From an optimization exercise on the open Yosys and OpenROAD flow, aimed at small area; shortcuts taken in it are not production practice.
In this exercise RTL edits were held to simulation tests only and were not proved equivalent to the original.
Power and IR drop assume default switching activity.

--- design/flow/design.v ---
module Mux #(parameter N = 4)(
	input [N-1:0] A, B,
	input S,
	output [N-1:0] C
);
assign C = S? A: B;
endmodule 
module Adder #(parameter N = 4)(
    input [N-1:0] A,B,
    output [N-1:0] C
);
assign C = A+B;
endmodule
module Register #(parameter N = 10) (
	input clk, rst,
	input [N-1:0] D,
	input en,
	output logic [N-1:0] Q
);
always_ff @(posedge clk or posedge rst)
	if(rst) Q <= 10'h00;
	else if(en)
		Q <= D;
endmodule 
module Register_File(
    input  logic [3:0] A1, A2, A3,
    input  logic       clk,
    input  logic       rst,
    input  logic       WE3,
    input  logic [31:0] WD3,
    input  logic [31:0] R15,
    output logic [31:0] RD1, RD2
);
    logic [31:0] rf [14:0];   
    always_ff @(posedge clk) begin
        if (rst) begin
            for (int i = 0; i < 15; i++)
                rf[i] <= 32'h00000000;
        end else if (WE3) begin
            rf[A3] <= WD3;
        end
    end
    assign RD1 = (A1 == 4'b1111) ? R15 : rf[A1];
    assign RD2 = (A2 == 4'b1111) ? R15 : rf[A2];
endmodule
module Extender(
    input  logic [23:0] A,
    input  logic [1:0] ImmSrc,
    output logic [31:0] Out
);
 always_comb
    case(ImmSrc)
    2'b00: Out={24'b0,A[7:0]};
    2'b01: Out={20'b0,A[11:0]};
    2'b10: Out={{6{A[23]}},A[23:0],2'b00};
    default: Out=32'bx; 
    endcase
 endmodule
module ALU #(parameter N = 32)(
    input  logic [N-1:0] A,
    input  logic [N-1:0] B,
    input  logic [1:0]   ALUCtrl,
    output logic [N-1:0] Result,
    output logic [3:0]   Flags  
);
    logic [N:0] pre_Result;   
    logic [N:0] pre_Sub;      
    always_comb begin
        Result     = '0;
        pre_Result = '0;
        pre_Sub    = '0;
        Flags      = 4'b0000;
        case (ALUCtrl)
            2'b10: begin   
                Result = A & B;
            end
            2'b11: begin   
                Result = A | B;
            end
            2'b00: begin   
                pre_Result = {1'b0, A} + {1'b0, B};
                Result     = pre_Result[N-1:0];
                Flags[2]   = pre_Result[N];   
                Flags[3]   = (A[N-1] == B[N-1]) && (Result[N-1] != A[N-1]);  
            end
            2'b01: begin   
                pre_Sub    = {1'b0, A} - {1'b0, B};
                Result     = pre_Sub[N-1:0];
                Flags[2]   = pre_Sub[N];   
                Flags[3]   = (A[N-1] != B[N-1]) && (Result[N-1] != A[N-1]);  
            end
        endcase
        Flags[0] = (Result == 0);      
        Flags[1] = Result[N-1];        
    end
endmodule
module Condition_Check(
    input  logic [3:0] Flag,   
    input  logic [3:0] Cond,
    output logic       CondEx
);
logic V, C, N, Z;
assign {V, C, N, Z} = Flag;
always_comb begin
    case (Cond)
        4'b0000: CondEx = Z;                      
        4'b0001: CondEx = ~Z;                     
        4'b0010: CondEx = C;                      
        4'b0011: CondEx = ~C;                     
        4'b0100: CondEx = N;                      
        4'b0101: CondEx = ~N;                     
        4'b0110: CondEx = V;                      
        4'b0111: CondEx = ~V;                     
        4'b1000: CondEx = ~Z & C;                 
        4'b1001: CondEx = Z | ~C;                 
        4'b1010: CondEx = ~(N ^ V);               
        4'b1011: CondEx = N ^ V;                  
        4'b1100: CondEx = ~Z & ~(N ^ V);          
        4'b1101: CondEx = Z | (N ^ V);            
        4'b1110: CondEx = 1'b1;                   
        default: CondEx = 1'b0;                   
    endcase
end
endmodule
module Decoder (
	input logic [1:0] Op,
	input logic[5:0] Funct,
	input logic[3:0] Rd,
	output logic [1:0] FlagW,
	output logic PCS, RegW, MemW, MemtoReg, ALUSrc, 
	output logic [1:0] ImmSrc, RegSrc, ALUControl,
	output logic NoWrite
);
	logic Branch, ALUOP;
	PC_Logic pc_logic_inst(
		.Rd(Rd),
		.Branch(Branch), 
		.RegW(RegW),
		.PCS(PCS)
	);
	Main_Decoder main_decoder_inst(
		.Op(Op),
		.Funct(Funct),
		.Branch(Branch), 
		.RegW(RegW), 
		.MemW(MemW), 
		.MemtoReg(MemtoReg), 
		.ALUSrc(ALUSrc), 
		.ImmSrc(ImmSrc), 
		.RegSrc(RegSrc),
		.ALUOP(ALUOP)
	);
	ALU_Decoder alu_decoder_inst (
		.ALUOP(ALUOP),
		.Funct(Funct[4:0]),
		.ALUControl(ALUControl), 
		.FlagW(FlagW),
		.NoWrite(NoWrite)
	);
endmodule 
module PC_Logic (
	input logic [3:0] Rd,
	input logic Branch, RegW,
	output logic PCS
);
	assign PCS = ((Rd == 4'd15) & RegW) | Branch;
endmodule 
module Main_Decoder (
	input logic [1:0] Op,
	input logic [5:0] Funct,
	output logic Branch, RegW, MemW, MemtoReg, ALUSrc, 
	output logic [1:0] ImmSrc, RegSrc,
	output logic ALUOP
);
    always_comb begin
	     Branch = 0;
        RegW = 0;
        MemW = 0;
        MemtoReg = 0;
        ALUSrc = 0;
        ImmSrc = 2'b00;
        RegSrc = 2'b00;
        ALUOP = 0;
        case (Op)
            2'b00: begin
					 Branch = 0;
					 MemtoReg = 0;
					 MemW = 0;
					 RegW = 1;
					 ALUOP = 1;
                if (Funct[5] == 1'b0) begin
                    ALUSrc = 0;
                    RegSrc = 2'b00;
                end else begin
                    ALUSrc = 1;
                    ImmSrc = 2'b00;
                    RegSrc = 2'b00;  
                end
            end
            2'b01: begin
					 Branch = 0;
					 ALUSrc = 1;
					 ImmSrc = 2'b01;
					 ALUOP = 0;
                if (Funct[0] == 1'b0) begin
                    MemW  = 1;
                    RegW  = 0;
                    RegSrc = 2'b10;
                end else begin
						  MemtoReg = 1;
						  MemW = 0;
						  RegW = 1;
						  RegSrc = 2'b00;
                end
            end
            2'b10: begin
					 Branch = 1;
					 MemtoReg = 0;
					 MemW = 0;
					 ALUSrc = 1;
					 ImmSrc = 2'b10;
					 RegW = 0;
					 RegSrc = 2'b01;
					 ALUOP = 0;
            end
        endcase
    end
endmodule
module ALU_Decoder (
	input logic ALUOP,
	input logic [4:0] Funct,
	output logic [1:0] ALUControl, FlagW,
	output logic NoWrite
);
	always_comb begin
		 case (ALUOP)
			  1'b0: begin
					ALUControl = 2'b00;
					FlagW      = 2'b00;
					NoWrite    = 1'b0;
			  end
			  1'b1: begin
					case (Funct[4:1])
						 4'b0100: begin
							  ALUControl = 2'b00;
							  FlagW      = Funct[0] ? 2'b11 : 2'b00;
							  NoWrite    = 1'b0;
						 end
						 4'b0010: begin
							  ALUControl = 2'b01;
							  FlagW      = Funct[0] ? 2'b11 : 2'b00;
							  NoWrite    = 1'b0;
						 end
						 4'b0000: begin
							  ALUControl = 2'b10;
							  FlagW      = Funct[0] ? 2'b10 : 2'b00;
							  NoWrite    = 1'b0;
						 end
						 4'b1100: begin
							  ALUControl = 2'b11;
							  FlagW      = Funct[0] ? 2'b10 : 2'b00;
							  NoWrite    = 1'b0;
						 end
						 4'b1010: begin 
							  ALUControl = 2'b01;
							  FlagW = 2'b11;
							  NoWrite = 1'b1;
						 end
						 default: begin
							  ALUControl = 2'b00;
							  FlagW      = 2'b00;
							  NoWrite    = 1'b0;
						 end
					endcase
			  end
		 endcase
	end
endmodule 
module Control_Unit(
    input  logic [3:0] Cond,
    input  logic [1:0] Op,
    input  logic [5:0] Funct,
    input  logic [3:0] Rd,
    input  logic [3:0] Flags,
    input  logic       clk,
    input  logic       rst,
    output logic       PCSrc,
    output logic       MemtoReg,
    output logic       MemWrite,
    output logic [1:0] ALUControl,
    output logic       ALUSrc,
    output logic [1:0] ImmSrc,
    output logic       RegWrite,
    output logic [1:0] RegSrc
);
    logic       RegW;
    logic       MemW;
    logic       ALUOP;
    logic       Branch;
    logic       PCS;
    logic       CondEx;
    logic [1:0] FlagW;
    logic [3:0] ALUfLags;
	 logic NoWrite;
	Decoder decoder_inst (
		.Op(Op),
		.Funct(Funct),
		.Rd(Rd),
		.FlagW(FlagW),
		.PCS(PCS), 
		.RegW(RegW), 
		.MemW(MemW), 
		.MemtoReg(MemtoReg), 
		.ALUSrc(ALUSrc), 
		.ImmSrc(ImmSrc), 
		.RegSrc(RegSrc), 
		.ALUControl(ALUControl),
		.NoWrite(NoWrite)
	);
    Register #(2) Register_Flag1(
        .clk(clk), 
        .rst(rst),
        .D(Flags[3:2]),
        .en(FlagW[1] & CondEx),
        .Q(ALUfLags[3:2])
    );
    Register #(2) Register_Flag2(
        .clk(clk), 
        .rst(rst),
        .D(Flags[1:0]),
        .en(FlagW[0] & CondEx),
        .Q(ALUfLags[1:0])
    );
    Condition_Check inst_Condition_Check(
        .Flag(ALUfLags), 
        .Cond(Cond), 
        .CondEx(CondEx)
    );
    assign PCSrc     = PCS & CondEx & ~NoWrite;
    assign RegWrite  = RegW & CondEx;
    assign MemWrite  = MemW & CondEx;
endmodule
module CPU (
	input logic clk, rst,
	input logic [31:0] Instr,
	input logic [31:0] ReadData,
	output logic [31:0] WriteData,
	output logic MemWrite,
	output logic [31:0] PC,
	output logic [31:0] ALUResult,
	output logic [31:0] Result
);
	logic [3:0] RA1, RA2;
	logic [31:0] SrcA, SrcB;
	logic [31:0] next_PC, PCPlus4, PCPlus8;
	logic [31:0] ExtImm;
	logic PCSrc;
	logic MemtoReg;
	logic [1:0] ALUControl;
	logic ALUSrc;
	logic [1:0] ImmSrc;
	logic RegWrite;
	logic [1:0] RegSrc;
	logic [3:0] AluFlags;
	logic started;
	logic load_PC;
	always_ff @(posedge clk or posedge rst) begin
		if (rst)
			started <= 0;
		else
			started <= 1;
	end
	assign load_PC = started;
	Mux #(.N(32)) next_PC_inst (
		.A(Result),
		.B(PCPlus4),
		.S(PCSrc),
		.C(next_PC)
	);
	Register #(.N(32)) PC_Register (
		.clk(clk), 
		.rst(rst),
		.D(next_PC),
		.en(load_PC),
		.Q(PC)
	);
	Mux #(.N(4)) RA1_inst (
		.A(4'd15),
		.B(Instr[19:16]),
		.S(RegSrc[0]),
		.C(RA1)
	);
	Mux #(.N(4)) RA2_inst (
		.A(Instr[15:12]),
		.B(Instr[3:0]),
		.S(RegSrc[1]),
		.C(RA2)
	);
	Adder #(.N(32)) PCPlus4_inst (
		.A(PC),
		.B(32'd4),
		.C(PCPlus4)
	);
	Adder #(.N(32)) PCPlus8_inst (
		.A(32'd8),
		.B(PC),
		.C(PCPlus8)
	);
	Register_File Reg_file_inst (
		.A1(RA1),
		.A2(RA2),
		.A3(Instr[15:12]),
		.clk(clk),
		.rst(rst),
		.WE3(RegWrite),
		.R15(PCPlus8),
		.RD1(SrcA),
		.RD2(WriteData),
		.WD3(Result)
	);
	Extender Extender_ins (
		.A(Instr[23:0]),
		.ImmSrc(ImmSrc),
		.Out(ExtImm)
	);
	Mux #(.N(32)) ALUSrc_inst (
		.A(ExtImm),
		.B(WriteData),
		.S(ALUSrc),
		.C(SrcB)
	);
	ALU #(.N(32)) ALU_inst (
		.A(SrcA),
		.B(SrcB),
		.ALUCtrl(ALUControl),
		.Result(ALUResult),
		.Flags(AluFlags)
	);
	Mux #(.N(32)) MemToReg_inst (
		.A(ReadData),
		.B(ALUResult),
		.S(MemtoReg),
		.C(Result)
	);
	Control_Unit CU_Inst (
		.clk(clk),
		.rst(rst),
		.Cond(Instr[31:28]),
		.Op(Instr[27:26]),
		.Funct(Instr[25:20]),
		.Rd(Instr[15:12]),
		.Flags(AluFlags),
		.PCSrc(PCSrc),
		.MemtoReg(MemtoReg),
		.MemWrite(MemWrite),
		.ALUControl(ALUControl),
		.ALUSrc(ALUSrc),
		.ImmSrc(ImmSrc),
		.RegWrite(RegWrite),
		.RegSrc(RegSrc)
	);
endmodule
--- design/flow/run.sh ---
#!/bin/bash
# synth_recipe.tcl (not shown) runs the flow's synth.tcl, then flattens the netlist and writes it again
# the make line also repeats each setting of config.mk as NAME=value (left out here)
make -C /OpenROAD-flow-scripts/flow DESIGN_CONFIG=/design/flow/config.mk WORK_HOME=/design/flow/orfs CLKGATE_MAP_FILE= SYNTH_SCRIPT=/design/flow/synth_recipe.tcl finish
--- design/flow/config.mk ---
export PLATFORM = sky130hd
export DESIGN_NAME = CPU
export DESIGN_NICKNAME = CPU
export VERILOG_FILES = /design/flow/design.v
export SDC_FILE = /design/flow/constraint.sdc
export NUM_CORES = 4
export LEC_CHECK = 0
export CAP_MARGIN = 20
export CORE_MARGIN = 2
export CORE_UTILIZATION = 40
export SLEW_MARGIN = 20
--- design/flow/constraint.sdc ---
create_clock -name core_clock -period 20.0 [get_ports {clk}]
set_input_delay 4.0000 -clock core_clock [delete_from_list [all_inputs] [get_ports {clk}]]
set_output_delay 4.0000 -clock core_clock [all_outputs]
set_load 0.01 [all_outputs]
==> flow_summary_export.csv <==
group,metric,value,unit
clocking,cts_tree,"yes",
yosys,synthesis.nets,3733,
grt,overflow,0,
final_layout,layoutNonFillerInstCount,4793,
detailed_routing,drc,0,
grt,track_usage,31.0,%
detailed_routing,drt_iter0_markers,3649,
worst_setup_path,crit_type,"input port to primary output",
die,start_util,40.5,%
worst_hold_path,whs_endpoint,"CU_Inst.Register_Flag2.Q[0]",
detailed_routing,wl,142000,um
clocking,post_cts_resized,0,
die,num_io_pins,195,
clocking,htreeDepth,2,
sta,drv_slew,0,
power,power.internal,2.43,mW
clocking,root_buffer,"clkbuf_16",
yosys,yosysWarningCount,9,
place,dp_hpwl,94400,um
sta,rsz0062_at_grt,"false",
sta,slew_headroom,34.8,%
worst_hold_path,min_path_cells,1,
place,gp_congestion,0.951,
grt,grt_pass1_wl,203000,um
detailed_routing,viasPerCell,6.24,
worst_setup_path,r2r_start,"PC_Register.Q[3]",
power,netSwitchingFraction,40.8,%
yosys,synth-seq-cells,519,
final_layout,layout.nets,3786,
sta,max_freq,0.0585,GHz
sta,setup_violations,0,
final_layout,drive_gt1_share,12.8,%
final_layout,layout_commonest_cell,"nor2_1",
die,die-width,298,um
place,dp_cells,4698,
grt,grt_pass1_vias,28800,
yosys,async_reset_ff_share,7.13,%
place,port_buffers,194,
sta,hold_violations,0,
power,switchingPower,1.67,mW
clocking,clkTransAtPathRegs,60,ps
final_layout,areaGrowthSynthToFinish,13.6,%
worst_hold_path,min_from,"CU_Inst.Register_Flag2.Q[0]",
clocking,cts.sinks,519,
final_layout,final_cell_mix,"nor2_1, edfxtp_1, nand2_1",
run_status,status,"finished clean",
clocking,cts.path.max_buffers,3,
power,pwr-share-seq,33.5,%
worst_setup_path,end_kind,"primary output",
yosys,synth_edf_count,482,
grt,grt_max_degree,84,
power,clock_power_share,23.2,%
detailed_routing,dr.pass1.iters,7,
power,vdd_drop_max,0.0625,mV
power,leakage,15.0,nW
run,max-cap-violations,0,
yosys,ys_seq_area_share,44.4,%
worst_setup_path,worst_ep_arrival_time,13100,ps
clocking,ctsHoldBuffers,0,
yosys,synth.avg_cell_area,9.75,um^2
clocking,cts_setup_buffers,0,
detailed_routing,dr_total_vias,29900,
yosys,ys_types,101,
yosys,synth_ff_type,"edfxtp_1",
worst_setup_path,path_max_fanout,75,
clocking,cts_buffers,53,
worst_setup_path,ff2ff_path_depth,22,
die,dieArea,0.0891,mm^2
final_layout,fillers,7999,
sta,worstMarginPinSlew,958,ps
worst_setup_path,cp.required,16000,ps
yosys,postSynthCellCount,3558,
worst_setup_path,cp-start-kind,"input port",
grt,antenna_found_initial,1,
clocking,clk_latency,630,ps
worst_setup_path,reg2reg_slack,12880,ps
sta,fin_setup_tns,0,ps
sta,finalCritPeriodShare,85.5,%
power,p_comb_share,43.3,%
detailed_routing,wl_per_cell,29.6,um
detailed_routing,postRouteAntennaNets,0,
die,core_area,0.0855,mm^2
die,placement_rows,107,
worst_setup_path,r2r-end,"Reg_file_inst.rf[1][31]",
die,fp.dieH,298,um
power,power.density,104,mW/mm^2
yosys,syn-cell-area,0.0347,mm^2
worst_hold_path,hp-class,"flop to flop",
sta,period_minus_slack,17100,ps
sta,clock_skew,27.4,ps
==> per-stage QoR <==
stage	util [%]	area (um^2)	setup WS (ps)	hold WS (ps)	power, mW
after floorplan	-	34700	6630	463	2.33
after global placement	44.1	37800	2950	528	3.13
after detailed placement	44.2	37800	2970	523	3.12
after CTS	46.0	39400	2940	536	4.07
after global routing	46.1	39400	2450	563	4.26
final	46.1	39400	2900	533	4.10
==> synthesized netlist by cell type (13+ instances only) <==
cell type	count	area (um^2)
a211oi_1	49	368
a21o_1	19	143
a21oi_1	137	686
a221o_1	16	160
a311oi_1	13	114
a31oi_1	99	619
and2_1	15	93.8
and3_1	14	87.6
buf_1	13	48.8
buf_2	53	265
clkbuf_1	221	830
dfrtp_1	37	926
edfxtp_1	482	14500
ha_1	107	1340
inv_1	171	642
mux2_2	62	698
mux2i_1	110	1100
mux4_2	117	2640
nand2_1	351	1320
nand2b_1	15	93.8
nand3_1	47	235
nor2_1	681	2560
nor2b_1	47	294
nor3_1	63	315
o211ai_1	13	97.6
o21a_1	26	195
o21ai_0	196	981
o221ai_1	15	131
o22ai_1	38	238
o31ai_1	17	128
xnor2_1	49	429
xor2_1	30	263
==> power by group through the flow <==
stage | Clock (mW) | Sequential, mW | Combinational, mW
2_1_floorplan | 0 | 1.35 | 0.986
3_3_place_gp | 0 | 1.39 | 1.74
3_5_place_dp | 0 | 1.39 | 1.73
4_1_cts | 0.955 | 1.37 | 1.74
5_1_grt | 0.991 | 1.38 | 1.88
6_report | 0.951 | 1.37 | 1.77
==> worst max-delay path by stage <==
stage / slack [ps] / startpoint / end
after floorplan: 6630 / Instr[27] / Result[26]
after global placement: 2950 / Instr[27] / Result[31]
after detailed placement: 2970 / Instr[27] / Result[31]
after CTS: 2940 / Instr[27] / Result[31]
after global routing: 2450 / Instr[27] / Result[31]
final: 2900 / Instr[27] / Result[31]
==> logic make-up (layout without fill, tap and decap cells) <==
group                      count (synthesis)  count (layout)  synth area share, %
AOI/OAI and AO/OA                        767             767                 14.7
adders and majority gates                109             109                 3.98
muxes                                    301             301                 13.3
and+or+nand+nor                         1312            1312                 16.1
xor gates and xnor gates                  79              79                 2.00
buffers and inverters                    470             560                 5.44
DFF                                      519             519                 44.4
other                                      1               2               0.0108
==> final cells by class <==
class                           instances  area [um^2]  area share, %
Inverter                              172          646           1.64
Clock buffer                           70         1410           3.58
Timing Repair Buffer                  296         2750           6.97
Tap cell                             1144         1430           3.63
Clock inverter                         22          173          0.438
Sequential cell                       519        15400           39.1
Multi-Input combinational cell       2569        17600           44.7
Antenna cell                            1         2.50        0.00635
==> flip-flops by register name, summed over array words and instances, names as in the netlist <==
signal,flops
CU_Inst.Register_Flag2.Q,2
Reg_file_inst.rf,482
started,1
CU_Inst.Register_Flag1.Q,2
PC_Register.Q,32
==> layer usage <==
| metal | global-route usage [%] | routed length, um | vias to the layer above |
|---|---|---|---|
| li1 | - | - | 12900 |
| met1 | 41.7 | 56200 | 14800 |
| met2 | 48.2 | 63200 | 1863 |
| met3 | 6.23 | 14900 | 383 |
| met4 | 14.4 | 7320 | 2 |
| met5 | 0 | 13 | - |
==> worst max-delay path, stage by stage <==
cell and delay [ps]:
clkdlybuf4s50_1 530, inv_1 100, ha_1 230, nand2b_1 570, mux2_8 850, buf_4 690, mux4_2 590, mux4_2 520
nor2_1 220, nor2_1 60, a31o_2 260, ha_1 670, nand4b_1 280, nor4_1 750, o211ai_1 430, a21oi_2 350
a21oi_1 170, nor2_1 230, mux2i_1 310, a31oi_4 180, mux2i_4 160, buf_4 310, inv_2 60, clkdlybuf4s50_1 510

[what the ideal ports hide]
The results above use ideal ports. As a check the final layout listed here was re-extracted and re-timed, cells and wires unchanged.
Step 1, drivers: a clkbuf_16 drives clk and a buf_2 each remaining input, both assumed.
Step 2 moves the port delays by t, midway between the first and last clock arrival at a register: inputs arrive t later, outputs are due t later. That takes back most of the time a late clock gives input paths.
Slacks: no drivers / after step 1 / after step 2; pairs: no drivers / after step 1.
t (ns): 0.679
setup WS [ns]: 2.897 / 2.871 / 2.871
clock arrival spread, ns: 0.028 / 0.027
slew at the worst register clock pin (ns): 0.07 / 0.07
worst slew at a driven data input, ns: 0.06
After both steps setup and hold are still met in this run. The setup slack of this run moves by -0.026 ns with the drivers and by -0.026 ns with both steps.
